Source: an optimization exercise on an open RTL-to-GDS flow (aim: small area). Production flows keep margins and buffers that such runs may drop.
Function was checked by simulation only, so behaviour that the tests miss may differ from the original.
Power figures rest on the tool's default switching activity, not on a simulated workload.

==> flow/run.sh <==
#!/bin/bash
# synth_recipe.tcl (not shown) runs the flow's synth.tcl, then flattens the netlist and writes it again
# the make line also repeats each setting of config.mk as NAME=value (left out here)
make -C /OpenROAD-flow-scripts/flow DESIGN_CONFIG=/design/flow/config.mk WORK_HOME=/design/flow/orfs CLKGATE_MAP_FILE= SYNTH_SCRIPT=/design/flow/synth_recipe.tcl finish
==> flow/constraint.sdc <==
create_clock -name core_clock -period 10.0 [get_ports {clock}]
set_input_delay 2.0000 -clock core_clock [delete_from_list [all_inputs] [get_ports {clock}]]
set_output_delay 2.0000 -clock core_clock [all_outputs]
set_load 0.01 [all_outputs]
==> flow/design.v <==
module SpiSlaveReceiver(
  input         clock,
  input         reset,
  input         io_Strobe,
  input  [7:0]  io_InputBuffer,
  input  [31:0] io_DataBlockSize,
  output        io_CommandReadFinished,
  output        io_ArgumentReadFinished,
  output        io_ReadSuccess,
  output [5:0]  io_Command,
  output [31:0] io_CommandArgument,
  output [31:0] io_WritingAddress,
  output        io_WaitingWriteToken
);
  function automatic [31:0] inc32(input [31:0] x);
    integer i;
    reg c;
    begin
      c = 1'b1;
      for (i = 0; i < 32; i = i + 1) begin
        inc32[i] = x[i] ^ c;
        c = c & x[i];
      end
    end
  endfunction
  function automatic [31:0] add32(input [31:0] a, input [31:0] b);
    integer i;
    reg c;
    begin
      c = 1'b0;
      for (i = 0; i < 32; i = i + 1) begin
        add32[i] = a[i] ^ b[i] ^ c;
        c = (a[i] & b[i]) | (c & (a[i] ^ b[i]));
      end
    end
  endfunction
  wire       stb = io_Strobe;
  wire [7:0] mo = io_InputBuffer;
  reg  [1:0]  state;
  reg  [1:0]  writestate;
  reg         isMultiple;
  reg         readSuccess;
  reg  [5:0]  command;
  reg  [31:0] argument;
  reg  [31:0] writingAddress;
  reg  [31:0] counter;
  wire s0 = state == 2'd0;
  wire s1 = state == 2'd1;
  wire s2 = state == 2'd2;
  wire s3 = state == 2'd3;
  wire w0 = writestate == 2'd0;
  wire w1 = writestate == 2'd1;
  wire w2 = writestate == 2'd2;
  wire cmdStart = ~mo[7] & mo[6];
  wire isCmd24 = command == 6'd24;
  wire isCmd25 = command == 6'd25;
  wire isWrite = isCmd24 | isCmd25;
  wire [31:0] counterInc = inc32(counter);
  wire blockEnd = counter == io_DataBlockSize;
  wire argLast = counter[1:0] == 2'd3;
  wire crcLast = counter == 32'd2;
  wire tokenOk = isMultiple ? (mo == 8'hfc) : (mo == 8'hfe);
  always @(posedge clock) begin
    if (reset) begin
      state <= 2'd0;
    end else if (stb) begin
      case (state)
        2'd0: if (cmdStart) state <= 2'd1;
        2'd1: if (argLast) state <= 2'd2;
        2'd2: state <= (mo[0] & isWrite) ? 2'd3 : 2'd0;
        2'd3: begin
          if (w0) begin
            if (mo == 8'hfd) state <= 2'd0;
          end else if (w2 & crcLast) begin
            state <= isMultiple ? 2'd3 : 2'd0;
          end
        end
      endcase
    end
    if (reset) begin
      writestate <= 2'd0;
    end else if (stb) begin
      if (s2) begin
        if (mo[0]) writestate <= 2'd0;
      end else if (s3) begin
        if (w0) begin
          if (tokenOk) writestate <= 2'd1;
        end else if (w1) begin
          if (blockEnd) writestate <= 2'd2;
        end else if (w2) begin
          if (crcLast) writestate <= 2'd0;
        end
      end
    end
    if (reset) begin
      readSuccess <= 1'b0;
    end else if (stb) begin
      if (s0) readSuccess <= 1'b0;
      else if (s2) readSuccess <= mo[0];
    end
    if (stb & s2 & mo[0]) isMultiple <= isCmd25;
    if (stb & s0 & cmdStart) command <= mo[5:0];
    if (stb & s1) begin
      case (counter[1:0])
        2'd0: argument[31:24] <= mo;
        2'd1: argument[23:16] <= mo;
        2'd2: argument[15:8] <= mo;
        2'd3: argument[7:0] <= mo;
      endcase
    end
    if (stb) begin
      if (s2) begin
        if (mo[0] & isWrite) writingAddress <= argument;
      end else if (s3 & w2 & crcLast) begin
        writingAddress <= add32(writingAddress, io_DataBlockSize);
      end
    end
    if (stb) begin
      if (s0) begin
        if (cmdStart) counter <= 32'd0;
      end else if (s1) begin
        counter <= counterInc;
      end else if (s3) begin
        if (w0) counter <= 32'd1;
        else if (w1) counter <= blockEnd ? 32'd1 : counterInc;
        else if (w2) counter <= crcLast ? 32'd0 : counterInc;
      end
    end
  end
  assign io_CommandReadFinished  = ~s0;
  assign io_ArgumentReadFinished = state[1];
  assign io_ReadSuccess          = readSuccess;
  assign io_Command              = command;
  assign io_CommandArgument      = argument;
  assign io_WritingAddress       = writingAddress;
  assign io_WaitingWriteToken    = w0;
endmodule
module SpiController(
  input         clock,
  input         reset,
  input  [5:0]  io_SlaveCommand,
  input  [31:0] io_SlaveCommandArgument,
  input         io_SlaveArgumentReadFinished,
  output [31:0] io_DataBlockSize
);
  reg [31:0] dataBlockSize;
  reg        arf1, arf2;
  wire load = io_SlaveArgumentReadFinished & arf1 & ~arf2 & (io_SlaveCommand == 6'd16);
  always @(posedge clock) begin
    arf1 <= io_SlaveArgumentReadFinished;
    arf2 <= arf1;
    if (reset | load)
      dataBlockSize <= reset ? 32'h200 : io_SlaveCommandArgument;
  end
  assign io_DataBlockSize = dataBlockSize;
endmodule
module SpiMasterReceiver(
  input         clock,
  input         reset,
  input         io_Strobe,
  input  [7:0]  io_InputBuffer,
  input  [31:0] io_DataBlockSize,
  input         io_CommandReadFinished,
  input  [5:0]  io_Command,
  output [31:0] io_DataBlocksCount,
  output        io_DataBlocksCountChanged,
  output        io_IsDataReading,
  output        io_IsBusy
);
  function automatic [31:0] inc32(input [31:0] x);
    integer i;
    reg c;
    begin
      c = 1'b1;
      for (i = 0; i < 32; i = i + 1) begin
        inc32[i] = x[i] ^ c;
        c = c & x[i];
      end
    end
  endfunction
  wire       stb = io_Strobe;
  wire [7:0] mi = io_InputBuffer;
  reg  [2:0]  state;
  reg  [31:0] counter;
  reg         initialized;
  reg         dataReading;
  reg         counterChanged;
  wire isCsd = (io_Command == 6'd9) | (io_Command == 6'd10);
  wire [31:0] counterInc = inc32(counter);
  wire packetEnd = counterInc == (isCsd ? 32'd16 : io_DataBlockSize);
  wire counterZero = counter == 32'd0;
  always @(posedge clock) begin
    if (reset) begin
      state <= 3'd1;
      counter <= 32'd0;
      initialized <= 1'b0;
      dataReading <= 1'b0;
    end else if (stb) begin
      initialized <= initialized | io_CommandReadFinished;
      case (state)
        3'd0: if (mi == 8'hff) state <= 3'd1;
        3'd1: begin
          counter <= 32'd0;
          if (initialized & ~mi[7]) begin
            if (io_Command == 6'd12) state <= 3'd0;
            else if (io_Command == 6'd8 || io_Command == 6'd58) state <= 3'd2;
            else if (io_Command == 6'd17 || io_Command == 6'd18 || isCsd) state <= 3'd3;
            else state <= 3'd1;
          end
        end
        3'd2: begin
          if (counter == 32'd3) state <= 3'd1;
          else counter <= counterInc;
        end
        3'd3: begin
          if (mi == 8'hfe) state <= 3'd4;
          else if (mi[7:5] == 3'd0) state <= 3'd1;
        end
        3'd4: begin
          dataReading <= 1'b1;
          state <= packetEnd ? 3'd6 : 3'd5;
        end
        3'd5: begin
          if (packetEnd) begin
            state <= 3'd6;
            counter <= 32'd0;
          end else begin
            counter <= counterInc;
          end
        end
        3'd6: begin
          dataReading <= 1'b0;
          if (counterZero) counter <= 32'd1;
          else state <= 3'd1;
        end
        default: ;
      endcase
    end
    if (reset) counterChanged <= ~counterZero;
    else if (stb) begin
      case (state)
        3'd1: counterChanged <= ~counterZero;
        3'd2: counterChanged <= counter != 32'd3;
        3'd5: counterChanged <= packetEnd ? ~counterZero : 1'b1;
        3'd6: counterChanged <= counterZero;
        default: counterChanged <= 1'b0;
      endcase
    end else counterChanged <= 1'b0;
  end
  assign io_DataBlocksCount = counter;
  assign io_DataBlocksCountChanged = counterChanged;
  assign io_IsDataReading = dataReading;
  assign io_IsBusy = state == 3'd0;
endmodule
module MBRProcessor(
  input         clock,
  input         reset,
  input         io_IsReading,
  input  [7:0]  io_Buffer,
  input  [31:0] io_MasterCommandArgument,
  input  [31:0] io_DataBlocksCount,
  input         io_DataBlocksCountChanged,
  output [31:0] io_Partition1Start,
  output [31:0] io_Partition2Start,
  output [31:0] io_Partition3Start,
  output [31:0] io_Partition4Start
);
  function automatic [31:0] add32(input [31:0] a, input [31:0] b);
    integer i;
    reg c;
    begin
      c = 1'b0;
      for (i = 0; i < 32; i = i + 1) begin
        add32[i] = a[i] ^ b[i] ^ c;
        c = (a[i] & b[i]) | (c & (a[i] ^ b[i]));
      end
    end
  endfunction
  reg        rd1, rd2;
  reg  [1:0] late;
  reg  [7:0] capBuf;
  reg  [3:0] capSel;
  reg  [7:0] pstart [0:15];
  wire [31:0] byteAddr = add32(io_MasterCommandArgument, io_DataBlocksCount);
  wire addrHit = (byteAddr[31:6] == 26'h7) &
                 ((byteAddr[3:0] == 4'd6) | (byteAddr[3:0] == 4'd7) |
                  (byteAddr[3:0] == 4'd8) | (byteAddr[3:0] == 4'd9));
  wire [1:0] addrByte = byteAddr[3:0] - 4'd6;
  wire trig = (io_IsReading & rd1 & ~rd2) | io_DataBlocksCountChanged;
  wire capture = io_IsReading & ~trig & (late == 2'd1);
  always @(posedge clock) begin
    rd1 <= io_IsReading;
    rd2 <= rd1;
    if (reset) begin
      late <= 2'd0;
    end else if (io_IsReading) begin
      if (trig) late <= addrHit ? 2'd3 : 2'd0;
      else if (late != 2'd0) late <= late - 2'd1;
    end
    if (io_IsReading & trig) begin
      capBuf <= io_Buffer;
      capSel <= {byteAddr[5:4], addrByte};
    end
  end
  wire [7:0] wdata = reset ? 8'h00 : capBuf;
  genvar gi;
  generate
    for (gi = 0; gi < 16; gi = gi + 1) begin : g_pstart
      always @(posedge clock) begin
        if (reset | (capture & (capSel == gi))) pstart[gi] <= wdata;
      end
    end
  endgenerate
  assign io_Partition1Start = {pstart[3], pstart[2], pstart[1], pstart[0]};
  assign io_Partition2Start = {pstart[7], pstart[6], pstart[5], pstart[4]};
  assign io_Partition3Start = {pstart[11], pstart[10], pstart[9], pstart[8]};
  assign io_Partition4Start = {pstart[15], pstart[14], pstart[13], pstart[12]};
endmodule
module AddressConverter(
  input  [31:0] io_InputPartition1Start,
  input  [31:0] io_InputPartition2Start,
  input  [31:0] io_InputPartition3Start,
  input  [31:0] io_InputPartition4Start,
  output [22:0] io_OutputPartition1Sector,
  output [22:0] io_OutputPartition2Sector,
  output [22:0] io_OutputPartition3Sector,
  output [22:0] io_OutputPartition4Sector,
  output [3:0]  io_OutputZero
);
  assign io_OutputPartition1Sector = io_InputPartition1Start[22:0];
  assign io_OutputPartition2Sector = io_InputPartition2Start[22:0];
  assign io_OutputPartition3Sector = io_InputPartition3Start[22:0];
  assign io_OutputPartition4Sector = io_InputPartition4Start[22:0];
  assign io_OutputZero = {io_InputPartition4Start[22:0] == 23'd0,
                          io_InputPartition3Start[22:0] == 23'd0,
                          io_InputPartition2Start[22:0] == 23'd0,
                          io_InputPartition1Start[22:0] == 23'd0};
endmodule
module WritingAddressVerifier(
  input  [5:0]  io_MasterCommand,
  input  [31:0] io_MasterWritingAddress,
  input         io_MasterCommandReadSuccess,
  input  [4:0]  io_PartitionWriteEnables,
  input  [22:0] io_Partition1Sector,
  input  [22:0] io_Partition2Sector,
  input  [22:0] io_Partition3Sector,
  input  [22:0] io_Partition4Sector,
  input  [3:0]  io_PartitionZero,
  output        io_IsOk,
  output [4:0]  io_WriteRegion
);
  function automatic lt23(input [22:0] a, input [22:0] b);
    integer i;
    reg c;
    begin
      c = 1'b0;
      for (i = 0; i < 23; i = i + 1)
        c = (~a[i] & b[i]) | (~a[i] & c) | (b[i] & c);
      lt23 = c;
    end
  endfunction
  wire [22:0] waHi = io_MasterWritingAddress[31:9];
  wire notMax = ~&io_MasterWritingAddress;
  wire lt1 = io_PartitionZero[0] ? notMax : lt23(waHi, io_Partition1Sector);
  wire lt2 = io_PartitionZero[1] ? notMax : lt23(waHi, io_Partition2Sector);
  wire lt3 = io_PartitionZero[2] ? notMax : lt23(waHi, io_Partition3Sector);
  wire lt4 = io_PartitionZero[3] ? notMax : lt23(waHi, io_Partition4Sector);
  wire inMBR = lt1;
  wire inP1 = ~lt1 & lt2;
  wire inP2 = ~lt2 & lt3;
  wire inP3 = ~lt3 & lt4;
  wire inP4 = ~lt4;
  wire [4:0] pwe = io_PartitionWriteEnables;
  wire writeCmd = ((io_MasterCommand == 6'd24) | (io_MasterCommand == 6'd25)) &
                  io_MasterCommandReadSuccess;
  assign io_IsOk = (~inMBR | pwe[0]) & (~inP1 | pwe[1]) & (~inP2 | pwe[2]) &
                   (~inP3 | pwe[3]) & (~inP4 | pwe[4]);
  assign io_WriteRegion = {5{writeCmd}} & {inP4, inP3, inP2, inP1, inMBR};
endmodule
module KamppherGuard(
  input         clock,
  input         reset,
  input  [7:0]  io_MOSIBuffer,
  input  [7:0]  io_MISOBuffer,
  input         io_BufferChanged,
  input  [4:0]  io_PartitionWriteEnables,
  output        io_IsOk,
  output [4:0]  io_WriteRegion,
  output [5:0]  io_Command,
  output        io_CommandReadFinished,
  output        io_ArgumentReadFinished,
  output        io_ReadSuccess,
  output        io_WaitingWriteToken,
  output        io_IsDataReading,
  output        io_IsBusy,
  output [31:0] io_DataBlockSize,
  output [31:0] io_Partition1Start,
  output [31:0] io_Partition2Start,
  output [31:0] io_Partition3Start,
  output [31:0] io_Partition4Start
);
  reg bc1, bc2;
  wire stb = io_BufferChanged & bc1 & ~bc2;
  always @(posedge clock) begin
    bc1 <= io_BufferChanged;
    bc2 <= bc1;
  end
  wire        slave_CommandReadFinished;
  wire        slave_ArgumentReadFinished;
  wire        slave_ReadSuccess;
  wire [5:0]  slave_Command;
  wire [31:0] slave_CommandArgument;
  wire [31:0] slave_WritingAddress;
  wire        slave_WaitingWriteToken;
  wire [31:0] ctrl_DataBlockSize;
  wire [31:0] master_DataBlocksCount;
  wire        master_DataBlocksCountChanged;
  wire        master_IsDataReading;
  wire        master_IsBusy;
  wire [31:0] mbr_p1, mbr_p2, mbr_p3, mbr_p4;
  wire [22:0] conv_s1, conv_s2, conv_s3, conv_s4;
  wire [3:0]  conv_zero;
  SpiSlaveReceiver slave (
    .clock(clock),
    .reset(reset),
    .io_Strobe(stb),
    .io_InputBuffer(io_MOSIBuffer),
    .io_DataBlockSize(ctrl_DataBlockSize),
    .io_CommandReadFinished(slave_CommandReadFinished),
    .io_ArgumentReadFinished(slave_ArgumentReadFinished),
    .io_ReadSuccess(slave_ReadSuccess),
    .io_Command(slave_Command),
    .io_CommandArgument(slave_CommandArgument),
    .io_WritingAddress(slave_WritingAddress),
    .io_WaitingWriteToken(slave_WaitingWriteToken)
  );
  SpiController ctrl (
    .clock(clock),
    .reset(reset),
    .io_SlaveCommand(slave_Command),
    .io_SlaveCommandArgument(slave_CommandArgument),
    .io_SlaveArgumentReadFinished(slave_ArgumentReadFinished),
    .io_DataBlockSize(ctrl_DataBlockSize)
  );
  SpiMasterReceiver master (
    .clock(clock),
    .reset(reset),
    .io_Strobe(stb),
    .io_InputBuffer(io_MISOBuffer),
    .io_DataBlockSize(ctrl_DataBlockSize),
    .io_CommandReadFinished(slave_CommandReadFinished),
    .io_Command(slave_Command),
    .io_DataBlocksCount(master_DataBlocksCount),
    .io_DataBlocksCountChanged(master_DataBlocksCountChanged),
    .io_IsDataReading(master_IsDataReading),
    .io_IsBusy(master_IsBusy)
  );
  MBRProcessor mbr (
    .clock(clock),
    .reset(reset),
    .io_IsReading(master_IsDataReading),
    .io_Buffer(io_MISOBuffer),
    .io_MasterCommandArgument(slave_CommandArgument),
    .io_DataBlocksCount(master_DataBlocksCount),
    .io_DataBlocksCountChanged(master_DataBlocksCountChanged),
    .io_Partition1Start(mbr_p1),
    .io_Partition2Start(mbr_p2),
    .io_Partition3Start(mbr_p3),
    .io_Partition4Start(mbr_p4)
  );
  AddressConverter conv (
    .io_InputPartition1Start(mbr_p1),
    .io_InputPartition2Start(mbr_p2),
    .io_InputPartition3Start(mbr_p3),
    .io_InputPartition4Start(mbr_p4),
    .io_OutputPartition1Sector(conv_s1),
    .io_OutputPartition2Sector(conv_s2),
    .io_OutputPartition3Sector(conv_s3),
    .io_OutputPartition4Sector(conv_s4),
    .io_OutputZero(conv_zero)
  );
  WritingAddressVerifier verif (
    .io_MasterCommand(slave_Command),
    .io_MasterWritingAddress(slave_WritingAddress),
    .io_MasterCommandReadSuccess(slave_ReadSuccess),
    .io_PartitionWriteEnables(io_PartitionWriteEnables),
    .io_Partition1Sector(conv_s1),
    .io_Partition2Sector(conv_s2),
    .io_Partition3Sector(conv_s3),
    .io_Partition4Sector(conv_s4),
    .io_PartitionZero(conv_zero),
    .io_IsOk(io_IsOk),
    .io_WriteRegion(io_WriteRegion)
  );
  assign io_Command              = slave_Command;
  assign io_CommandReadFinished  = slave_CommandReadFinished;
  assign io_ArgumentReadFinished = slave_ArgumentReadFinished;
  assign io_ReadSuccess          = slave_ReadSuccess;
  assign io_WaitingWriteToken    = slave_WaitingWriteToken;
  assign io_IsDataReading        = master_IsDataReading;
  assign io_IsBusy               = master_IsBusy;
  assign io_DataBlockSize        = ctrl_DataBlockSize;
  assign io_Partition1Start      = mbr_p1;
  assign io_Partition2Start      = mbr_p2;
  assign io_Partition3Start      = mbr_p3;
  assign io_Partition4Start      = mbr_p4;
endmodule
==> flow/config.mk <==
export PLATFORM = sky130hd
export DESIGN_NAME = KamppherGuard
export DESIGN_NICKNAME = KamppherGuard
export VERILOG_FILES = /design/flow/design.v
export SDC_FILE = /design/flow/constraint.sdc
export NUM_CORES = 4
export LEC_CHECK = 0
export ABC_AREA = 1
export CAP_MARGIN = 20
export CORE_MARGIN = 2
export CORE_UTILIZATION = 40
export SLEW_MARGIN = 20
==> flow_metrics.env, run 1 <==
export IMPL_grt_pass1_vias=12900
export IMPL_drive_gt1_share_pct=11.3
export IMPL_routabilityCongestion=0.904
export IMPL_synth_cell_types=50
export IMPL_root_buffer="clkbuf_16"
export IMPL_synthToLayoutAreaGrowth_pct=25.6
export IMPL_tritoncts="built"
export IMPL_detail_route_wl_per_cell_um=20.3
export IMPL_yosys_area_top_type="edfxtp_1"
export IMPL_instances_no_fill=2498
export IMPL_skew_ns=0.0191
export IMPL_vias=13000
export IMPL_grt_ovfl_total=0
export IMPL_rows=75
export IMPL_setup_ws_ns=-2.44
export IMPL_ys_ff_latch=326
export IMPL_via_per_inst=5.19
export IMPL_period_needed_ns=12.44
export IMPL_register_area_sq_um=9280
export IMPL_pin_count=202
export IMPL_worstPathRequired_ns=10.45
export IMPL_cts_sinks=326
export IMPL_synth_compound_area_share_pct=7.34
export IMPL_async_reset_ff_share_pct=0
export IMPL_crit_fanout=2
export IMPL_holdWs_ns=0.349
export IMPL_worstHoldStart="mbr.rd1"
export IMPL_antenna_found_initial=0
export IMPL_fp_coreArea_sq_um=42000
export IMPL_end_kind="flop"
export IMPL_ys_top_cells_by_area="edfxtp_1 (48%), nand2_1 (7.1%), fa_1 (7.0%)"
export IMPL_synth_area_per_cell_sq_um=10.2
export IMPL_syn_inst=1677
export IMPL_drc=0
export IMPL_layout_common_cells="nand2_1 (324), inv_1 (286), edfxtp_1 (275), clkdlybuf4s50_1 (200), nor2_1 (130)"
export IMPL_track_usage_pct=23.0
export IMPL_yosysWarnings=7
export IMPL_synth_top_area_share_pct=48.4
export IMPL_htree_levels=2
export IMPL_insertion_delay_ns=0.55
export IMPL_synthAdderAreaFrac_pct=12.0
export IMPL_synth_simple_area_share_pct=16.0
export IMPL_crit_path_frequent_cell="fa_2"
export IMPL_irDropWorstVdd_uv=101
export IMPL_n_antenna_cell=0
export IMPL_syn_nets=1829
export IMPL_fin_crit_sh_pct=124
export IMPL_final_hold_violation_count=0
export IMPL_antenna_left=0
export IMPL_check_failures="negative setup slack"
export IMPL_synthMuxAreaShare_pct=0
export IMPL_die_area_sq_um=44300
export IMPL_hp_class="reg2reg"
export IMPL_start_util_pct=40.6
export IMPL_cts_buffer_depth=3
export IMPL_cts_hold_fix_buffers=0
export IMPL_arrival_ns=12.88
export IMPL_place_hpwl_um=38600
export IMPL_die_h_um=211
export IMPL_place_inst=2430
export IMPL_outcome="complete, but fails checks"
export IMPL_drt_iter0_drc=1094
export IMPL_grt_pass1_wl_um=76300
export IMPL_cts_buffers=37
export IMPL_synth_xor_area_share_pct=2.82
export IMPL_synth_top_family_by_area="simple AND/OR/NAND/NOR gates"
export IMPL_start_kind="flop"
export IMPL_rr_worst_depth=39
export IMPL_grt_start_max_net_pins=74
export IMPL_slew_viol_final=0
export IMPL_ys_seq_area_share_pct=54.4
export IMPL_dr_pass1_iters=5
export IMPL_hold_end="mbr.rd2"
export IMPL_multi_input_area_sq_um=6770
export IMPL_synth_edff_count=275
export IMPL_hold_path_depth=0
export IMPL_clk_pin_slew_worst_paths_ns=0.06
export IMPL_fmax_mhz=80.4
export IMPL_power_leakage_nw=8.79
export IMPL_layout_commonest_cell="nand2_1"
export IMPL_drt_wl_total_um=50600
export IMPL_slew_headroom_pct=23.9
export IMPL_cp_slowest_stage_delay_ns=0.48
export IMPL_die_w_um=211
export IMPL_synth_area_sq_um=17100
export IMPL_tightest_slew_ns=1.14
export IMPL_fillers=3778
export IMPL_r2r_start="slave.argument[0]"
export IMPL_regToRegEndpoint="mbr.late[1]"
export IMPL_grt_setup_unrepaired="true"
export IMPL_setup_violations=8
export IMPL_ys_flop_type="edfxtp_1"
export IMPL_finalPower_mw=3.16
export IMPL_r2r_slack_ns=-2.44
export IMPL_timing_max_cap_violations=0
export IMPL_criticalPathCategory="reg2reg"
export IMPL_p_per_area_nw_per_um2=147
export IMPL_critical_path_slowest_cell="fa_1"
export IMPL_final_nets=2083
export IMPL_portBuffers=201
## metrics by stage
step | setup TNS (ns) | utilization, % | cell area [sq um] | setup WS, ns
finish | -11.25 | 51.0 | 21400 | -2.44
floorplan | -8.10 | - | 17200 | -2.15
detailed placement | -10.84 | 47.9 | 20200 | -2.57
global placement | -10.07 | 47.9 | 20200 | -2.47
CTS | -11.33 | 50.9 | 21400 | -2.57
global route | -13.70 | 51.0 | 21400 | -2.90
## cells in the mapped netlist (40+ instances only)
cell type / instances
dfxtp_1: 51
nor2_1: 139
o21ai_0: 76
edfxtp_1: 275
ha_1: 68
nand2_1: 325
nand4_1: 40
inv_1: 292
o22ai_1: 57
fa_1: 60
a21oi_1: 47
xnor2_1: 41
## how the worst max path moves through the flow
stage                      start     endpoint  slack [ns]  cells past startpoint
6_report       slave.argument[0]  mbr.late[1]       -2.44                     39
5_1_grt        slave.argument[0]  mbr.late[1]       -2.90                     39
4_1_cts        slave.argument[0]  mbr.late[1]       -2.57                     39
3_5_place_dp   slave.argument[0]  mbr.late[1]       -2.57                     39
3_3_place_gp   slave.argument[0]  mbr.late[0]       -2.47                     39
2_1_floorplan  slave.argument[0]  mbr.late[0]       -2.15                     39
## where the power goes
part,switching (mW),internal [mW]
registers,0.0391,1.51
clock network,0.564,0.817
logic,0.125,0.104
## kinds of logic after synthesis
| logic type | after synthesis |
|---|---|
| DFF | 326 |
| buffers and inverters | 330 |
| xor gates and xnor gates | 55 |
| adders and majority gates | 128 |
| and+or+nand+nor | 625 |
| AOI/OAI and AO/OA | 213 |
## timing repair
action                                  in CTS  in global routing
pin swaps                                    2                  4
gates resized for setup                     10                  2
endpoints found under the setup margin       8                  9
setup buffers                                1                  0
## per-layer routing
| layer | GRT usage (%) | share of wire (%) | vias up |
|---|---|---|---|
| li1 | - | - | 6163 |
| met1 | 30.3 | 42 | 6224 |
| met2 | 38.1 | 47 | 500 |
| met3 | 4.48 | 7.5 | 81 |
| met4 | 7.53 | 3.3 | 0 |
| met5 | 0 | 0 | - |
## critical path, delay by kind of cell, from the launching register on
family | cells | cell delay [ns]
adder cells (fa/ha/maj) | 31 | 10.75
AND/OR/NAND/NOR | 3 | 0.74
flip-flops | 1 | 0.39
AO/OA/AOI/OAI | 1 | 0.24
buffers and inverters | 4 | 0.19
## cell type report
class / count / share of cell area [%]
Clock buffer: 49 / 4.87
Clock inverter: 18 / 0.858
Inverter: 296 / 5.20
Multi-Input combinational cell: 1021 / 31.6
Sequential cell: 326 / 43.3
Tap cell: 539 / 3.15
Timing Repair Buffer: 249 / 11.0
## flip-flops by register name, indices dropped and copies added (netlist names), 2 cells and up
register and count:
mbr.pstart 128, ctrl.dataBlockSize 32, master.counter 32, slave.argument 32, slave.counter 32, slave.writingAddress 32, mbr.capBuf 8, slave.command 6
mbr.capSel 4, master.state 3, mbr.late 2, slave.state 2, slave.writestate 2
==> run 2: changes to the inputs <==
--- a/flow/design.v
+++ b/flow/design.v
@@ -23,15 +23,16 @@
       end
     end
   endfunction
-  function automatic [31:0] add32(input [31:0] a, input [31:0] b);
+  function automatic [16:0] add16(input [15:0] a, input [15:0] b, input cin);
     integer i;
     reg c;
     begin
-      c = 1'b0;
-      for (i = 0; i < 32; i = i + 1) begin
-        add32[i] = a[i] ^ b[i] ^ c;
+      c = cin;
+      for (i = 0; i < 16; i = i + 1) begin
+        add16[i] = a[i] ^ b[i] ^ c;
         c = (a[i] & b[i]) | (c & (a[i] ^ b[i]));
       end
+      add16[16] = c;
     end
   endfunction
   wire       stb = io_Strobe;
@@ -44,6 +45,7 @@
   reg  [31:0] argument;
   reg  [31:0] writingAddress;
   reg  [31:0] counter;
+  reg         addCarry;
   wire s0 = state == 2'd0;
   wire s1 = state == 2'd1;
   wire s2 = state == 2'd2;
@@ -58,9 +60,12 @@
   wire [31:0] counterInc = inc32(counter);
   wire blockEnd = counter == io_DataBlockSize;
   wire argLast = counter[1:0] == 2'd3;
-  wire crcLast = counter == 32'd2;
+  wire crcLast = counter[1];
+  wire [16:0] addLo = add16(writingAddress[15:0], io_DataBlockSize[15:0], 1'b0);
+  wire [16:0] addHi = add16(writingAddress[31:16], io_DataBlockSize[31:16], addCarry);
   wire tokenOk = isMultiple ? (mo == 8'hfc) : (mo == 8'hfe);
   always @(posedge clock) begin
+    addCarry <= addLo[16];
     if (reset) begin
       state <= 2'd0;
     end else if (stb) begin
@@ -112,7 +117,7 @@
       if (s2) begin
         if (mo[0] & isWrite) writingAddress <= argument;
       end else if (s3 & w2 & crcLast) begin
-        writingAddress <= add32(writingAddress, io_DataBlockSize);
+        writingAddress <= {addHi[15:0], addLo[15:0]};
       end
     end
     if (stb) begin
@@ -209,7 +214,7 @@
           end
         end
         3'd2: begin
-          if (counter == 32'd3) state <= 3'd1;
+          if (counter[1:0] == 2'd3) state <= 3'd1;
           else counter <= counterInc;
         end
         3'd3: begin
@@ -230,7 +235,7 @@
         end
         3'd6: begin
           dataReading <= 1'b0;
-          if (counterZero) counter <= 32'd1;
+          if (~counter[0]) counter <= 32'd1;
           else state <= 3'd1;
         end
         default: ;
@@ -240,9 +245,9 @@
     else if (stb) begin
       case (state)
         3'd1: counterChanged <= ~counterZero;
-        3'd2: counterChanged <= counter != 32'd3;
+        3'd2: counterChanged <= counter[1:0] != 2'd3;
         3'd5: counterChanged <= packetEnd ? ~counterZero : 1'b1;
-        3'd6: counterChanged <= counterZero;
+        3'd6: counterChanged <= ~counter[0];
         default: counterChanged <= 1'b0;
       endcase
     end else counterChanged <= 1'b0;
@@ -265,15 +270,30 @@
   output [31:0] io_Partition3Start,
   output [31:0] io_Partition4Start
 );
-  function automatic [31:0] add32(input [31:0] a, input [31:0] b);
+  function automatic [6:0] add6(input [5:0] a, input [5:0] b);
     integer i;
     reg c;
     begin
       c = 1'b0;
-      for (i = 0; i < 32; i = i + 1) begin
-        add32[i] = a[i] ^ b[i] ^ c;
+      for (i = 0; i < 6; i = i + 1) begin
+        add6[i] = a[i] ^ b[i] ^ c;
         c = (a[i] & b[i]) | (c & (a[i] ^ b[i]));
       end
+      add6[6] = c;
+    end
+  endfunction
+  function automatic is7(input [25:0] x, input [25:0] y, input cin);
+    integer i;
+    reg [25:0] k;
+    reg [25:0] p;
+    reg ok;
+    begin
+      k = 26'd7;
+      p = x ^ y;
+      ok = cin == (p[0] ^ k[0]);
+      for (i = 0; i < 25; i = i + 1)
+        ok = ok & ((k[i] ? (x[i] & y[i]) : (x[i] | y[i])) == (p[i + 1] ^ k[i + 1]));
+      is7 = ok;
     end
   endfunction
   reg        rd1, rd2;
@@ -281,8 +301,9 @@
   reg  [7:0] capBuf;
   reg  [3:0] capSel;
   reg  [7:0] pstart [0:15];
-  wire [31:0] byteAddr = add32(io_MasterCommandArgument, io_DataBlocksCount);
-  wire addrHit = (byteAddr[31:6] == 26'h7) &
+  wire [6:0] addrLo = add6(io_MasterCommandArgument[5:0], io_DataBlocksCount[5:0]);
+  wire [5:0] byteAddr = addrLo[5:0];
+  wire addrHit = is7(io_MasterCommandArgument[31:6], io_DataBlocksCount[31:6], addrLo[6]) &
                  ((byteAddr[3:0] == 4'd6) | (byteAddr[3:0] == 4'd7) |
                   (byteAddr[3:0] == 4'd8) | (byteAddr[3:0] == 4'd9));
   wire [1:0] addrByte = byteAddr[3:0] - 4'd6;
==> flow/flow/run.sh (new file) <==
#!/bin/bash
# Standard layout, with the port buffers made from the smallest buffer.
cp standard.sh standard.sh.txt 2>/dev/null
export BUFFER_PORTS_ARGS="-buffer_cell sky130_fd_sc_hd__buf_1"
bash standard.sh > standard.log 2>&1
==> flow/standard.sh (new file) <==
#!/bin/bash
# synth_recipe.tcl (not shown) runs the flow's synth.tcl, then flattens the netlist and writes it again
# the make line also repeats each setting of config.mk as NAME=value (left out here)
make -C /OpenROAD-flow-scripts/flow DESIGN_CONFIG=/design/flow/config.mk WORK_HOME=/design/flow/orfs CLKGATE_MAP_FILE= SYNTH_SCRIPT=/design/flow/synth_recipe.tcl "${@:-finish}"
removed: flow/run.sh
==> run 2 against run 1 <==
  * Combinational power shrank 28%
  * Sequential cell count rose by 1
  * Cell area fell by 6.9%
  * Now clean on timing, DRC and antenna
==> flow_metrics.env, run 2 <==
export IMPL_yosys_area_top_type="edfxtp_1"
export IMPL_insertion_delay_ns=0.56
export IMPL_die_w_um=211
export IMPL_setup_ws_ns=1.74
export IMPL_place_hpwl_um=37400
export IMPL_tritoncts="built"
export IMPL_fillers=3993
export IMPL_cts_sinks=327
export IMPL_criticalPathCategory="reg2reg"
export IMPL_antenna_found_initial=0
export IMPL_slew_headroom_pct=30.2
export IMPL_drive_gt1_share_pct=5.92
export IMPL_irDropWorstVdd_uv=95.8
export IMPL_cts_buffers=39
export IMPL_setup_tns_ns=0
export IMPL_ys_seq_area_share_pct=54.4
export IMPL_drt_wl_total_um=49700
export IMPL_die_h_um=211
export IMPL_synth_top_area_share_pct=48.3
export IMPL_crit_fanout=16
export IMPL_dr_pass1_iters=5
export IMPL_crit_start="master.counter[0]"
export IMPL_grt_setup_unrepaired="false"
export IMPL_worstPathRequired_ns=10.40
export IMPL_synth_area_sq_um=17100
export IMPL_r2r_start="master.counter[0]"
export IMPL_end_kind="flop"
export IMPL_layout_commonest_cell="nand2_1"
export IMPL_final_hold_violation_count=0
export IMPL_fp_coreArea_sq_um=42000
export IMPL_yosysWarnings=7
export IMPL_synthToLayoutAreaGrowth_pct=16.7
export IMPL_ys_ff_latch=327
export IMPL_p_switching_uw=730
export IMPL_clk_pin_slew_worst_paths_ns=0.06
export IMPL_detail_route_wl_per_cell_um=19.9
export IMPL_post_cts_buffers=0
export IMPL_tightest_slew_ns=1.05
export IMPL_grt_ovfl_total=0
export IMPL_outcome="finished clean"
export IMPL_cts_resized_gates=0
export IMPL_ys_top_cells_by_area="edfxtp_1 (48%), nand2_1 (7.2%), ha_1 (6.9%)"
export IMPL_rows=75
export IMPL_power_share_clock_pct=47.1
export IMPL_track_usage_pct=22.5
export IMPL_power_leakage_nw=8.27
export IMPL_root_buffer="clkbuf_16"
export IMPL_syn_inst=1701
export IMPL_hold_end="bc2"
export IMPL_p_seq_share_pct=47.8
export IMPL_cts_hold_fix_buffers=0
export IMPL_largest_register_ffs=128
export IMPL_rr_worst_depth=41
export IMPL_largest_register="mbr.pstart"
export IMPL_timing_max_cap_violations=0
export IMPL_internal_power_mw=2.49
export IMPL_drc=0
export IMPL_synthTopCellsByCount="nand2_1 (326), inv_1 (311), edfxtp_1 (275)"
export IMPL_antenna_left=0
export IMPL_slew_viol_final=0
export IMPL_setup_violations=0
export IMPL_synth_cell_types=44
export IMPL_ys_flop_type="edfxtp_1"
export IMPL_pwr_share_comb_pct=5.1
export IMPL_dp_slack_ns=1.15
export IMPL_grt_pass1_vias=12600
export IMPL_critical_path_slowest_cell="dfxtp_1"
export IMPL_grt_start_max_net_pins=72
export IMPL_async_reset_ff_share_pct=0
export IMPL_fmax_mhz=121
export IMPL_regToRegEndpoint="master.counter[7]"
export IMPL_fin_crit_sh_pct=82.6
export IMPL_grt_pass1_wl_um=74900
export IMPL_routabilityCongestion=0.869
export IMPL_start_kind="flop"
export IMPL_syn_nets=1854
export IMPL_final_nets=2081
export IMPL_crit_path_frequent_cell="ha_1"
export IMPL_pin_count=202
export IMPL_p_per_area_nw_per_um2=162
export IMPL_vias=12800
export IMPL_via_per_inst=5.12
export IMPL_yosysMostFrequentCell="nand2_1"
export IMPL_drt_iter0_drc=885
export IMPL_hold_path_depth=0
export IMPL_synth_edff_count=275
export IMPL_layout_common_cells="nand2_1 (326), inv_1 (311), edfxtp_1 (275), buf_1 (200), nor2_1 (106)"
export IMPL_p_sw_share_pct=22.6
export IMPL_r2r_slack_ns=1.74
export IMPL_arrival_ns=8.66
export IMPL_hp_class="reg2reg"
export IMPL_period_needed_ns=8.26
export IMPL_htree_levels=2
export IMPL_skew_ns=0.0268
export IMPL_synth_area_per_cell_sq_um=10.0
export IMPL_die_area_sq_um=44400
export IMPL_start_util_pct=40.6
export IMPL_cp_slowest_stage_delay_ns=0.36
export IMPL_cts_buffer_depth=3
export IMPL_n_antenna_cell=0
export IMPL_portBuffers=201
export IMPL_worstHoldStart="bc1"
[run 2: cell types whose count changed in the layout (fill, tap and decap cells not counted), sizes merged, moves of 24 or more]
cell,before,now
ha,68,94
buf,49,222
fa,60,35
xnor2,41,65
nor2,144,116
clkdlybuf4s50,200,0
[run 2: logic make-up (layout without fill, tap and decap cells)]
kind of cell	count (synthesis)	in the layout	synth area share (%)
buffers and inverters	355	612	8.00
AO/OA/AOI/OAI	223	223	7.60
XOR/XNOR	83	83	4.25
flip-flops	327	327	54.4
AND/OR/NAND/NOR	584	584	14.7
adder cells (fa/ha/maj)	129	129	11.0
[run 2: cell type report]
type,instances,area [sq um],area share (%)
Clock buffer,50,1060,5.31
Clock inverter,21,295,1.48
Inverter,318,1190,5.98
Multi-Input combinational cell,1019,6490,32.5
Sequential cell,327,9300,46.6
Tap cell,539,674,3.38
Timing Repair Buffer,223,938,4.70
[run 2: worst max-delay path, delay by kind of cell, from the launching register on]
kind,cells,cell delay (ns)
AOI/OAI and AO/OA,1,0.06
xor gates and xnor gates,2,0.33
adders and majority gates,30,6.04
buffers and inverters,1,0.21
DFF,1,0.36
and+or+nand+nor,7,1.11
[run 2: through the flow]
step / std cells / total power, mW / instance area, sq um / util (%) / hold WS [ns]
6_report: 2497 / 3.22 / 19900 / 47.5 / 0.353
5_1_grt: 2497 / 3.33 / 19900 / 47.5 / 0.360
4_1_cts: 2496 / 3.25 / 19900 / 47.4 / 0.354
3_5_place_dp: 2425 / 1.74 / 18600 / 44.2 / 0.340
3_3_place_gp: 2423 / 1.73 / 18600 / 44.1 / 0.336
2_1_floorplan: 1701 / 1.66 / 17100 / - / 0.331
[run 2: power groups by stage]
stage / clock [mW] / sequential [mW] / combinational, mW
final: 1.52 / 1.54 / 0.164
after global routing: 1.60 / 1.55 / 0.184
after detailed placement: 0 / 1.57 / 0.165
after floorplan: 0 / 1.57 / 0.0848
after global placement: 0 / 1.57 / 0.162
after CTS: 1.54 / 1.54 / 0.166
[run 2: worst max-delay path by stage]
| stage | endpoint | slack (ns) | cells past startpoint |
|---|---|---|---|
| 2_1_floorplan | master.counter[10] | 2.50 | 40 |
| 3_3_place_gp | master.counter[15] | 1.33 | 41 |
| 3_5_place_dp | master.counter[12] | 1.15 | 41 |
| 4_1_cts | master.counter[7] | 1.16 | 41 |
| 5_1_grt | master.counter[1] | 1.22 | 41 |
| 6_report | master.counter[7] | 1.74 | 41 |
[run 2: routing by layer]
| layer | GRT usage, % | vias to the layer above | wire, um |
|---|---|---|---|
| met5 | 0 | - | 0 |
| met2 | 38.1 | 413 | 24000 |
| met1 | 30.6 | 6135 | 22000 |
| met3 | 2.93 | 68 | 2710 |
| li1 | - | 6163 | - |
| met4 | 5.78 | 0 | 1000 |
==> run 3: changes to the inputs <==
==> flow/run.sh (new file) <==
#!/bin/bash
# synth_recipe.tcl (not shown) runs the flow's synth.tcl, then flattens the netlist and writes it again
# the make line also repeats each setting of config.mk as NAME=value (left out here)
make -C /OpenROAD-flow-scripts/flow DESIGN_CONFIG=/design/flow/config.mk WORK_HOME=/design/flow/orfs CLKGATE_MAP_FILE= SYNTH_SCRIPT=/design/flow/synth_recipe.tcl finish
removed: flow/flow/run.sh
removed: flow/standard.sh
==> run 3 against run 2 <==
  * Global-route usage grew 0.24 points
  * Power decreased by 5.1%
  * Synthesized area is the same
  * Critical path type unchanged
  * Hold slack worse by 0.0011 ns
  * Clock power down 13%
  * Sequential share of layout area decreased by 2.3 points
  * Wire length rose by 1.9%
  * First-iteration DRC count rose by 18%
==> flow_metrics.env, run 3 <==
export IMPL_final_nets=2075
export IMPL_timing_max_cap_violations=0
export IMPL_largest_register="mbr.pstart"
export IMPL_critical_path_slowest_cell="nor3b_4"
export IMPL_clk_pin_slew_worst_paths_ns=0.06
export IMPL_tightest_slew_ns=1.17
export IMPL_routabilityCongestion=0.888
export IMPL_antenna_found_initial=0
export IMPL_cts_sinks=327
export IMPL_regToRegEndpoint="master.counter[2]"
export IMPL_die_w_um=211
export IMPL_fillers=3871
export IMPL_route_met3_wl_um=3360
export IMPL_async_reset_ff_share_pct=0
export IMPL_rr_worst_depth=41
export IMPL_yosysMostFrequentCell="nand2_1"
export IMPL_setup_violations=0
export IMPL_fmax_mhz=117
export IMPL_detail_route_wl_per_cell_um=20.4
export IMPL_yosys_area_top_type="edfxtp_1"
export IMPL_post_cts_buffers=0
export IMPL_die_area_sq_um=44400
export IMPL_drive_gt1_share_pct=5.28
export IMPL_place_hpwl_um=38200
export IMPL_cts_buffers=38
export IMPL_crit_fanout=16
export IMPL_root_buffer="clkbuf_16"
export IMPL_start_kind="flop"
export IMPL_grt_pass1_wl_um=75500
export IMPL_ys_top_cells_by_area="edfxtp_1 (48%), nand2_1 (7.2%), ha_1 (6.9%)"
export IMPL_crit_start="master.counter[0]"
export IMPL_drt_wl_total_um=50700
export IMPL_worstPathRequired_ns=10.46
export IMPL_layout_commonest_cell="nand2_1"
export IMPL_hp_class="reg2reg"
export IMPL_grt_start_max_net_pins=71
export IMPL_vias=12800
export IMPL_criticalPathCategory="reg2reg"
export IMPL_pin_count=202
export IMPL_synth_edff_count=275
export IMPL_slew_headroom_pct=21.3
export IMPL_start_util_pct=40.6
export IMPL_tritoncts="built"
export IMPL_ys_ff_latch=327
export IMPL_ys_seq_area_share_pct=54.4
export IMPL_cts_hold_fix_buffers=0
export IMPL_routed_wl_met2_um=23800
export IMPL_synthTopCellsByCount="nand2_1 (326), inv_1 (311), edfxtp_1 (275)"
export IMPL_period_needed_ns=8.57
export IMPL_power_leakage_nw=8.68
export IMPL_track_usage_pct=22.7
export IMPL_synthToLayoutAreaGrowth_pct=22.7
export IMPL_syn_inst=1701
export IMPL_wl_met1_um=21900
export IMPL_syn_nets=1854
export IMPL_via_per_inst=5.16
export IMPL_cts_resized_gates=0
export IMPL_skew_ns=0.0226
export IMPL_place_inst=2420
export IMPL_ys_flop_type="edfxtp_1"
export IMPL_rows=75
export IMPL_synth_cell_types=44
export IMPL_final_hold_violation_count=0
export IMPL_dr_pass1_iters=5
export IMPL_synth_area_per_cell_sq_um=10.0
export IMPL_slew_viol_final=0
export IMPL_yosysWarnings=7
export IMPL_htree_levels=2
export IMPL_outcome="finished clean"
export IMPL_drt_iter0_drc=1046
export IMPL_grt_pass1_vias=12600
export IMPL_crit_path_frequent_cell="ha_1"
export IMPL_top_layer="met4"
export IMPL_portBuffers=201
export IMPL_largest_register_ffs=128
export IMPL_instances_no_fill=2488
export IMPL_r2r_start="master.counter[0]"
export IMPL_arrival_ns=9.03
export IMPL_cp_endpoint="master.counter[2]"
export IMPL_cts_buffer_depth=3
export IMPL_grt_ovfl_total=0
export IMPL_drc=0
export IMPL_p_per_area_nw_per_um2=146
export IMPL_cp_slowest_stage_delay_ns=0.66
export IMPL_grt_setup_unrepaired="false"
export IMPL_layout_common_cells="nand2_1 (326), inv_1 (311), edfxtp_1 (275), clkdlybuf4s50_1 (200), nor2_1 (106)"
export IMPL_fp_coreArea_sq_um=42000
export IMPL_end_kind="flop"
export IMPL_fin_crit_sh_pct=85.7
export IMPL_insertion_delay_ns=0.55
export IMPL_die_h_um=211
export IMPL_synth_top_area_share_pct=48.3
export IMPL_antenna_left=0
export IMPL_n_antenna_cell=0
export IMPL_setup_tns_ns=0
export IMPL_synth_area_sq_um=17100
export IMPL_r2r_slack_ns=1.43
export IMPL_irDropWorstVdd_uv=95.2
[run 3: cell types whose count changed in the layout (fill, tap and decap cells not counted), sizes merged]
cell,previous run,this run
clkbuf,51,46
buf,222,18
inv,315,314
bufinv,7,2
clkinv,17,23
clkdlybuf4s50,0,200
[run 3: cells by family (layout without fill, tap and decap cells)]
family                     Yosys count  count (layout)  share of synthesized area [%]
AOI/OAI and AO/OA                  223             223                           7.60
xor gates and xnor gates            83              83                           4.25
adders and majority gates          129             129                           11.0
buffers and inverters              355             603                           8.00
DFF                                327             327                           54.4
and+or+nand+nor                    584             584                           14.7
[run 3: power breakdown]
part | switching, mW | leakage, nW | internal, mW | total, mW
Clock | 0.557 | 0.571 | 0.758 | 1.32
Sequential | 0.0351 | 3.11 | 1.51 | 1.54
Combinational | 0.111 | 5.00 | 0.0908 | 0.201
[run 3: per-layer routing]
layer / track usage [%] / up-vias
met2: 37.6 / 458
met3: 4.07 / 88
met5: 0 / -
met4: 7.46 / 0
li1: - / 6154
met1: 30.3 / 6147
[run 3: cell type report]
class	count	area (sq um)	area share, %
sequential	327	9300	44.3
multi-input combinational	1019	6500	31.0
timing repair buffer	218	2150	10.3
inverter	318	1190	5.69
clock buffer	46	991	4.72
tap	539	674	3.22
clock inverter	21	164	0.782
[run 3: critical path, delay by kind of cell (launching register included)]
| family | cells | cell delay [ns] |
|---|---|---|
| adders and majority gates | 30 | 6.04 |
| AOI/OAI and AO/OA | 1 | 0.13 |
| buffers and inverters | 1 | 0.34 |
| and+or+nand+nor | 7 | 1.29 |
| xor gates and xnor gates | 2 | 0.34 |
| DFF | 1 | 0.36 |
[run 3: worst min path at each step]
stage | from | to | slack (ns) | cells past startpoint
CTS | ctrl.arf1 | ctrl.arf2 | 0.35 | 0
detailed placement | ctrl.arf1 | ctrl.arf2 | 0.34 | 0
global route | bc1 | bc2 | 0.36 | 0
floorplan | bc1 | bc2 | 0.33 | 0
finish | bc1 | bc2 | 0.35 | 0
global placement | ctrl.arf1 | ctrl.arf2 | 0.33 | 0
[run 3: through the flow]
| stage | hold WS (ns) | power (mW) | setup WS, ns | instance area (sq um) | util (%) |
|---|---|---|---|---|---|
| final | 0.352 | 3.06 | 1.43 | 21000 | 49.9 |
| after global routing | 0.357 | 3.16 | 0.938 | 21000 | 49.9 |
| after CTS | 0.352 | 3.10 | 1.16 | 20900 | 49.8 |
| after detailed placement | 0.339 | 1.78 | 1.19 | 19800 | 47.1 |
| after global placement | 0.333 | 1.77 | 1.30 | 19800 | 47.1 |
| after floorplan | 0.331 | 1.66 | 2.50 | 17100 | - |
==> run 4: changes to the inputs <==
==> flow/flow/run.sh (new file) <==
#!/bin/bash
# The standard layout (standard.sh), with three changes to how it is made:
# - synthesis maps logic with the ABC script in flow/abc_area.script, which
#   recovers more area than ORFS's (registers are mapped before ABC runs,
#   so they are the standard synthesis's);
# - port buffers are the smallest buffer, buf_1;
# - clock tree synthesis uses larger sink clusters and no dummy loads.
set -euo pipefail
rm -rf scripts_local
cp -r "$FLOW_HOME/scripts" scripts_local
cp flow/abc_area.script scripts_local/abc_area.script
export BUFFER_PORTS_ARGS="-buffer_cell sky130_fd_sc_hd__buf_1"
export CTS_ARGS="-sink_clustering_enable -repair_clock_nets -dont_use_dummy_load -sink_clustering_size 24 -sink_clustering_max_diameter 60 -buf_list sky130_fd_sc_hd__clkbuf_16"
bash standard.sh SCRIPTS_DIR="$PWD/scripts_local" finish > standard.log 2>&1
==> flow/flow/abc_area.script (new file) <==
strash
dc2
strash
&get -n
&dch -f
&nf -R 1000
&put
topo
stime -c
dnsize -c
==> flow/standard.sh (new file) <==
#!/bin/bash
# synth_recipe.tcl (not shown) runs the flow's synth.tcl, then flattens the netlist and writes it again
# the make line also repeats each setting of config.mk as NAME=value (left out here)
make -C /OpenROAD-flow-scripts/flow DESIGN_CONFIG=/design/flow/config.mk WORK_HOME=/design/flow/orfs CLKGATE_MAP_FILE= SYNTH_SCRIPT=/design/flow/synth_recipe.tcl "${@:-finish}"
removed: flow/run.sh
==> run 4 against run 3 <==
  * Still clean
  * Global-route usage is 0.50 points lower
  * Register-to-register slack got worse by 0.35 ns
  * Synthesized cell count is 24% lower
  * Cell area decreased by 12%
  * First-iteration DRC count is 12% higher
  * Cell count down 17%
  * Clock skew rose by 0.020 ns
  * Setup slack worse by 0.35 ns
==> flow_metrics.env, run 4 <==
export IMPL_outcome="finished clean"
export IMPL_grt_setup_unrepaired="false"
export IMPL_portBuffers=201
export IMPL_p_per_area_nw_per_um2=147
export IMPL_yosysWarnings=7
export IMPL_arrival_ns=9.31
export IMPL_slew_headroom_pct=25.5
export IMPL_place_hpwl_um=34900
export IMPL_crit_fanout=7
export IMPL_cts_resized_gates=0
export IMPL_final_core_util_pct=46.5
export IMPL_layout_commonest_cell="edfxtp_1"
export IMPL_fmax_mhz=112
export IMPL_insertion_delay_ns=0.58
export IMPL_yosysMostFrequentCell="edfxtp_1"
export IMPL_setup_tns_ns=0
export IMPL_synth_area_sq_um=16000
export IMPL_critical_path_slowest_cell="nor4_1"
export IMPL_n_antenna_cell=0
export IMPL_drt_wl_total_um=47500
export IMPL_period_needed_ns=8.92
export IMPL_p_switching_uw=629
export IMPL_track_usage_pct=22.2
export IMPL_criticalPathCategory="reg2reg"
export IMPL_rows=73
export IMPL_synthTopCellsByCount="edfxtp_1 (275), nor2_1 (115), clkinv_1 (104)"
export IMPL_start_util_pct=40.4
export IMPL_routabilityCongestion=0.886
export IMPL_grt_pass1_vias=11300
export IMPL_skew_ns=0.0425
export IMPL_syn_inst=1295
export IMPL_via_per_inst=5.64
export IMPL_htree_levels=1
export IMPL_power_leakage_nw=6.56
export IMPL_tritoncts="built"
export IMPL_die_h_um=204
export IMPL_start_kind="flop"
export IMPL_drive_gt1_share_pct=4.13
export IMPL_internal_power_mw=2.09
export IMPL_detail_route_wl_per_cell_um=22.9
export IMPL_synth_edff_count=275
export IMPL_cts_buffer_depth=3
export IMPL_cts_buffers=29
export IMPL_worstHoldStart="ctrl.arf1"
export IMPL_pwr_share_comb_pct=6.4
export IMPL_ys_ff_latch=327
export IMPL_vias=11700
export IMPL_synth_cell_types=52
export IMPL_ys_top_cells_by_area="edfxtp_1 (52%), ha_1 (7.3%), dfxtp_1 (6.5%)"
export IMPL_largest_register_ffs=128
export IMPL_cts_hold_fix_buffers=0
export IMPL_antenna_found_initial=0
export IMPL_async_reset_ff_share_pct=0
export IMPL_crit_start="master.counter[0]"
export IMPL_grt_pass1_wl_um=69600
export IMPL_ys_flop_type="edfxtp_1"
export IMPL_pin_count=202
export IMPL_power_share_clock_pct=35.7
export IMPL_layout_common_cells="edfxtp_1 (275), buf_1 (200), nor2_1 (115), clkinv_1 (104), ha_1 (94)"
export IMPL_syn_nets=1448
export IMPL_ys_seq_area_share_pct=58.0
export IMPL_grt_ovfl_total=0
export IMPL_final_hold_violation_count=0
export IMPL_worstPathRequired_ns=10.39
export IMPL_crit_path_frequent_cell="ha_1"
export IMPL_drt_iter0_drc=1167
export IMPL_drc=0
export IMPL_slew_viol_final=0
export IMPL_setup_violations=0
export IMPL_die_area_sq_um=41700
export IMPL_timing_max_cap_violations=0
export IMPL_synth_top_area_share_pct=51.5
export IMPL_hp_class="reg2reg"
export IMPL_synthToLayoutAreaGrowth_pct=15.0
export IMPL_post_cts_buffers=0
export IMPL_cp_slowest_stage_delay_ns=0.64
export IMPL_p_sw_share_pct=23.2
export IMPL_root_buffer="clkbuf_16"
export IMPL_r2r_start="master.counter[0]"
export IMPL_yosys_area_top_type="edfxtp_1"
export IMPL_end_kind="flop"
export IMPL_clk_pin_slew_worst_paths_ns=0.07
export IMPL_fin_crit_sh_pct=89.2
export IMPL_antenna_left=0
export IMPL_cts_sinks=327
export IMPL_dr_pass1_iters=6
export IMPL_grt_start_max_net_pins=84
export IMPL_tightest_slew_ns=1.11
export IMPL_final_nets=1705
export IMPL_p_seq_share_pct=57.9
export IMPL_die_w_um=204
export IMPL_largest_register="mbr.pstart"
export IMPL_fp_coreArea_sq_um=39600
export IMPL_irDropWorstVdd_uv=110
export IMPL_synth_area_per_cell_sq_um=12.4
run 4: cell count changes in the layout (fill, tap and decap cells not counted), sizes merged, moves of 32 or more:
cell,delta
and3,+34
a22oi,+55
clkinv,+81
clkdlybuf4s50,-200
xor2,+36
buf,+207
o22ai,-32
o21ai,-35
nand2,-258
inv,-314
run 4: per-layer routing:
layer | share of wire, % | vias to the layer above | wire [um] | track usage [%]
li1 | - | 5374 | - | -
met1 | 44 | 5847 | 21100 | 31.7
met2 | 47 | 436 | 22300 | 36.3
met3 | 7.1 | 47 | 3380 | 3.22
met4 | 1.6 | 0 | 779 | 4.37
met5 | 0 | - | 0 | 0
run 4: cells by family (layout without fill, tap and decap cells):
logic type               after synthesis  in the layout  share of synthesized area, %
flip-flops                           327            327                          58.0
XOR/XNOR                              90             90                          4.92
AO/OA/AOI/OAI                        253            253                          10.6
adder cells (fa/ha/maj)              129            129                          11.7
multiplexers                           8              8                         0.554
AND/OR/NAND/NOR                      384            384                          11.8
buffers and inverters                104            359                          2.44
run 4: layout make-up:
class,count,area (sq um)
Clock buffer,29,726
Fill cell,3720,21200
Inverter,104,390
Multi-Input combinational cell,864,6410
Sequential cell,327,9300
Tap cell,525,657
Timing Repair Buffer,226,943
run 4: path summary, 6_finish.rpt:
check | cells past startpoint | slack (ns) | end
worst max-delay path | 38 | 1.08 | master.state[1]
worst min register to register | 0 | 0.35 | ctrl.arf2
worst max register to register | 38 | 1.08 | master.state[1]
worst min-delay path | 0 | 0.35 | ctrl.arf2
run 4: worst max-delay path: cells and delay by family (launching register included):
kind	cells	cell delay, ns
xor gates and xnor gates	1	0.16
adders and majority gates	30	6.20
AOI/OAI and AO/OA	1	0.06
and+or+nand+nor	6	1.93
DFF	1	0.39
run 4: power by group through the flow:
stage	clock network (mW)	logic (mW)	registers [mW]
floorplan	0	0.0737	1.60
global placement	0	0.171	1.60
detailed placement	0	0.173	1.60
CTS	0.989	0.174	1.57
global route	1.03	0.192	1.58
finish	0.971	0.174	1.57
run 4: metrics by stage:
stage          setup slack, ns  hold slack [ns]  area (sq um)  instances  total power, mW
4_1_cts                   1.17            0.350         18400       2075             2.73
2_1_floorplan             1.24            0.331         16000       1295             1.68
5_1_grt                  0.725            0.356         18400       2075             2.80
3_5_place_dp              1.24            0.337         17700       2046             1.77
3_3_place_gp              1.42            0.335         17700       2046             1.77
6_report                  1.08            0.349         18400       2075             2.72
==> run 5: changes to the inputs <==
--- a/flow/flow/run.sh
+++ b/flow/flow/run.sh
@@ -10,5 +10,5 @@
 cp -r "$FLOW_HOME/scripts" scripts_local
 cp flow/abc_area.script scripts_local/abc_area.script
 export BUFFER_PORTS_ARGS="-buffer_cell sky130_fd_sc_hd__buf_1"
-export CTS_ARGS="-sink_clustering_enable -repair_clock_nets -dont_use_dummy_load -sink_clustering_size 24 -sink_clustering_max_diameter 60 -buf_list sky130_fd_sc_hd__clkbuf_16"
+export CTS_ARGS="-sink_clustering_enable -repair_clock_nets -dont_use_dummy_load -sink_clustering_size 16 -sink_clustering_max_diameter 60 -buf_list sky130_fd_sc_hd__clkbuf_8"
 bash standard.sh SCRIPTS_DIR="$PWD/scripts_local" finish > standard.log 2>&1
==> flow/flow/abc_area.script (replaced) <==
strash
dc2
strash
&get -n
&deepsyn -T 40
&dch -f
&nf -R 1000
&put
topo
stime -c
dnsize -c
==> run 5 against run 4 <==
  * Still clean on timing, DRC and antenna
  * Core utilization decreased by 0.59 points
  * Sequential cell count did not move
  * Die area down 1.1%
  * Clock power shrank 29%
==> flow_metrics.env, run 5 <==
export IMPL_clk_pin_slew_worst_paths_ns=0.10
export IMPL_cts_buffers=30
export IMPL_portBuffers=201
export IMPL_start_kind="flop"
export IMPL_slew_headroom_pct=26.6
export IMPL_synthTopCellsByCount="edfxtp_1 (275), clkinv_1 (154), ha_1 (94)"
export IMPL_fmax_mhz=111
export IMPL_p_per_area_nw_per_um2=136
export IMPL_cts_sinks=327
export IMPL_hp_class="reg2reg"
export IMPL_end_kind="output pin"
export IMPL_worstPathRequired_ns=8.00
export IMPL_irDropWorstVdd_uv=94.2
export IMPL_via_per_inst=5.68
export IMPL_yosysWarnings=7
export IMPL_die_h_um=203
export IMPL_ys_ff_latch=327
export IMPL_fp_coreArea_sq_um=38900
export IMPL_cts_resized_gates=0
export IMPL_ys_top_cells_by_area="edfxtp_1 (52%), ha_1 (7.4%), dfxtp_1 (6.6%)"
export IMPL_grt_ovfl_total=0
export IMPL_grt_pass1_vias=11200
export IMPL_r2r_slack_ns=0.98
export IMPL_place_hpwl_um=37900
export IMPL_synth_area_sq_um=15800
export IMPL_die_w_um=203
export IMPL_setup_violations=0
export IMPL_synthToLayoutAreaGrowth_pct=12.7
export IMPL_vias=11500
export IMPL_die_area_sq_um=41200
export IMPL_detail_route_wl_per_cell_um=24.2
export IMPL_antenna_found_initial=0
export IMPL_tritoncts="built"
export IMPL_arrival_ns=7.03
export IMPL_synth_cell_types=52
export IMPL_synth_top_area_share_pct=52.1
export IMPL_async_reset_ff_share_pct=0
export IMPL_insertion_delay_ns=0.64
export IMPL_layout_common_cells="edfxtp_1 (275), buf_1 (200), clkinv_1 (154), ha_1 (94), nor2_1 (77)"
export IMPL_setup_tns_ns=0
export IMPL_syn_nets=1416
export IMPL_drt_wl_total_um=49200
export IMPL_instances_no_fill=2030
export IMPL_post_cts_buffers=0
export IMPL_yosysMostFrequentCell="edfxtp_1"
export IMPL_use_met3_pct=2.81
export IMPL_cts_buffer_depth=3
export IMPL_routabilityCongestion=0.899
export IMPL_largest_register="mbr.pstart"
export IMPL_htree_levels=1
export IMPL_pin_count=202
export IMPL_crit_fanout=6
export IMPL_dr_pass1_iters=6
export IMPL_drc=0
export IMPL_final_nets=1667
export IMPL_period_needed_ns=9.03
export IMPL_fillers=3668
export IMPL_track_usage_pct=23.6
export IMPL_layout_commonest_cell="edfxtp_1"
export IMPL_ys_flop_type="edfxtp_1"
export IMPL_outcome="finished clean"
export IMPL_synth_edff_count=275
export IMPL_use_met1_pct=33.9
export IMPL_grt_pass1_wl_um=72400
export IMPL_cts_hold_fix_buffers=0
export IMPL_ys_seq_area_share_pct=58.7
export IMPL_drt_iter0_drc=1166
export IMPL_n_antenna_cell=0
export IMPL_slew_viol_final=0
export IMPL_largest_register_ffs=128
export IMPL_gr_max_usage_layer="met2"
export IMPL_yosys_area_top_type="edfxtp_1"
export IMPL_final_hold_violation_count=0
export IMPL_place_inst=1999
export IMPL_antenna_left=0
export IMPL_syn_inst=1263
export IMPL_skew_ns=0.0862
export IMPL_grt_start_max_net_pins=59
export IMPL_start_util_pct=40.7
export IMPL_rows=72
export IMPL_root_buffer="clkbuf_8"
export IMPL_synth_area_per_cell_sq_um=12.5
export IMPL_final_core_util_pct=45.9
export IMPL_use_met2_pct=38.3
export IMPL_power_leakage_nw=6.02
export IMPL_fin_crit_sh_pct=90.3
export IMPL_tightest_slew_ns=1.09
export IMPL_timing_max_cap_violations=0
export IMPL_grt_setup_unrepaired="false"
export IMPL_drive_gt1_share_pct=3.51
export IMPL_criticalPathCategory="reg2out"
-- run 5: logic make-up (layout without fill, tap and decap cells) --
| family | count (synthesis) | after routing | share of synthesized area, % |
|---|---|---|---|
| buffers and inverters | 154 | 403 | 3.65 |
| adders and majority gates | 161 | 161 | 13.9 |
| DFF | 327 | 327 | 58.7 |
| AOI/OAI and AO/OA | 285 | 285 | 12.2 |
| xor gates and xnor gates | 18 | 18 | 0.995 |
| and+or+nand+nor | 309 | 309 | 10.0 |
| muxes | 9 | 9 | 0.624 |
-- run 5: cell type report --
type,instances,area (sq um),share of cell area [%]
tap,518,648,3.63
timing repair buffer,219,911,5.10
multi-input combinational,782,6010,33.6
inverter,154,578,3.24
sequential,327,9300,52.1
clock buffer,30,413,2.31
-- run 5: power breakdown --
| part | switching, mW | total, mW | internal [mW] |
|---|---|---|---|
| registers | 0.0457 | 1.56 | 1.52 |
| clock network | 0.423 | 0.689 | 0.265 |
| logic | 0.116 | 0.175 | 0.0591 |
-- run 5: worst paths after layout --
path,start,to,cells past startpoint
hold / removal,mbr.rd1,mbr.rd2,0
setup reg to reg,master.counter[0],master.counter[31],40
setup / recovery,slave.writingAddress[10],io_IsOk,25
hold reg to reg,mbr.rd1,mbr.rd2,0
-- run 5: stage by stage --
step	total power [mW]	hold slack (ns)	cell area (sq um)	setup WS (ns)
3_5_place_dp	1.77	0.338	17400	1.15
2_1_floorplan	1.68	0.331	15800	1.42
6_report	2.43	0.331	17900	0.972
4_1_cts	2.45	0.330	17800	0.920
5_1_grt	2.52	0.327	17900	0.458
3_3_place_gp	1.77	0.333	17400	1.16
-- run 5: critical path: stages, from the launching register on --
cell	delay, ns
edfxtp_1	0.41
clkinv_1	0.19
maj3_1	0.39
maj3_1	0.36
maj3_1	0.40
o21ai_0	0.11
a21o_1	0.14
a21oi_1	0.06
a221oi_1	0.23
a21oi_1	0.08
maj3_1	0.36
maj3_1	0.38
maj3_1	0.37
maj3_1	0.36
maj3_1	0.37
maj3_1	0.38
maj3_1	0.37
maj3_1	0.36
o21ai_0	0.09
a21o_1	0.13
and3_1	0.14
o221ai_1	0.17
or2_0	0.28
nor2_1	0.10
nor4_1	0.06
buf_1	0.13
-- run 5: per-layer routing --
layer  vias to the layer above  wire, um
li1                       5266         -
met2                       429     23100
met3                        64      3160
met4                         0       965
met5                         -         0
met1                      5780     21900

-- port drivers added, routing unchanged --
The flow's constraints put no driver on any port. The routed layouts listed below were extracted and timed again, unchanged, in two steps.
Step 1, drivers: a clkbuf_16 drives clock and a buf_2 each remaining input, both assumed.
Step 2 times the ports against the registers' clock, not the clock port: input delays grow and output delays shrink by t, the midpoint of the rising clock arrivals with the driver on.
Slacks: ideal / step 1 / step 2; pairs: ideal / step 1.
run | shift t [ns] | slack for setup (ns) | worst hold slack (ns) | latest minus earliest clock arrival (ns) | worst register clock-pin slew, ns
run 1 | 0.595 | -2.435 / -2.435 / -2.435 | 0.349 / 0.349 / 0.349 | 0.019 / 0.019 | 0.07 / 0.07
run 2 | 0.600 | 1.737 / 1.737 / 1.737 | 0.353 / 0.353 / 0.353 | 0.028 / 0.028 | 0.06 / 0.06
run 3 | 0.593 | 1.426 / 1.426 / 1.426 | 0.352 / 0.352 / 0.352 | 0.023 / 0.023 | 0.06 / 0.06
run 4 | 0.607 | 1.076 / 1.076 / 1.076 | 0.349 / 0.349 / 0.349 | 0.043 / 0.042 | 0.08 / 0.08
run 5 | 0.648 | 0.972 / 0.919 / 0.981 | 0.331 / 0.331 / 0.331 | 0.086 / 0.086 | 0.11 / 0.11
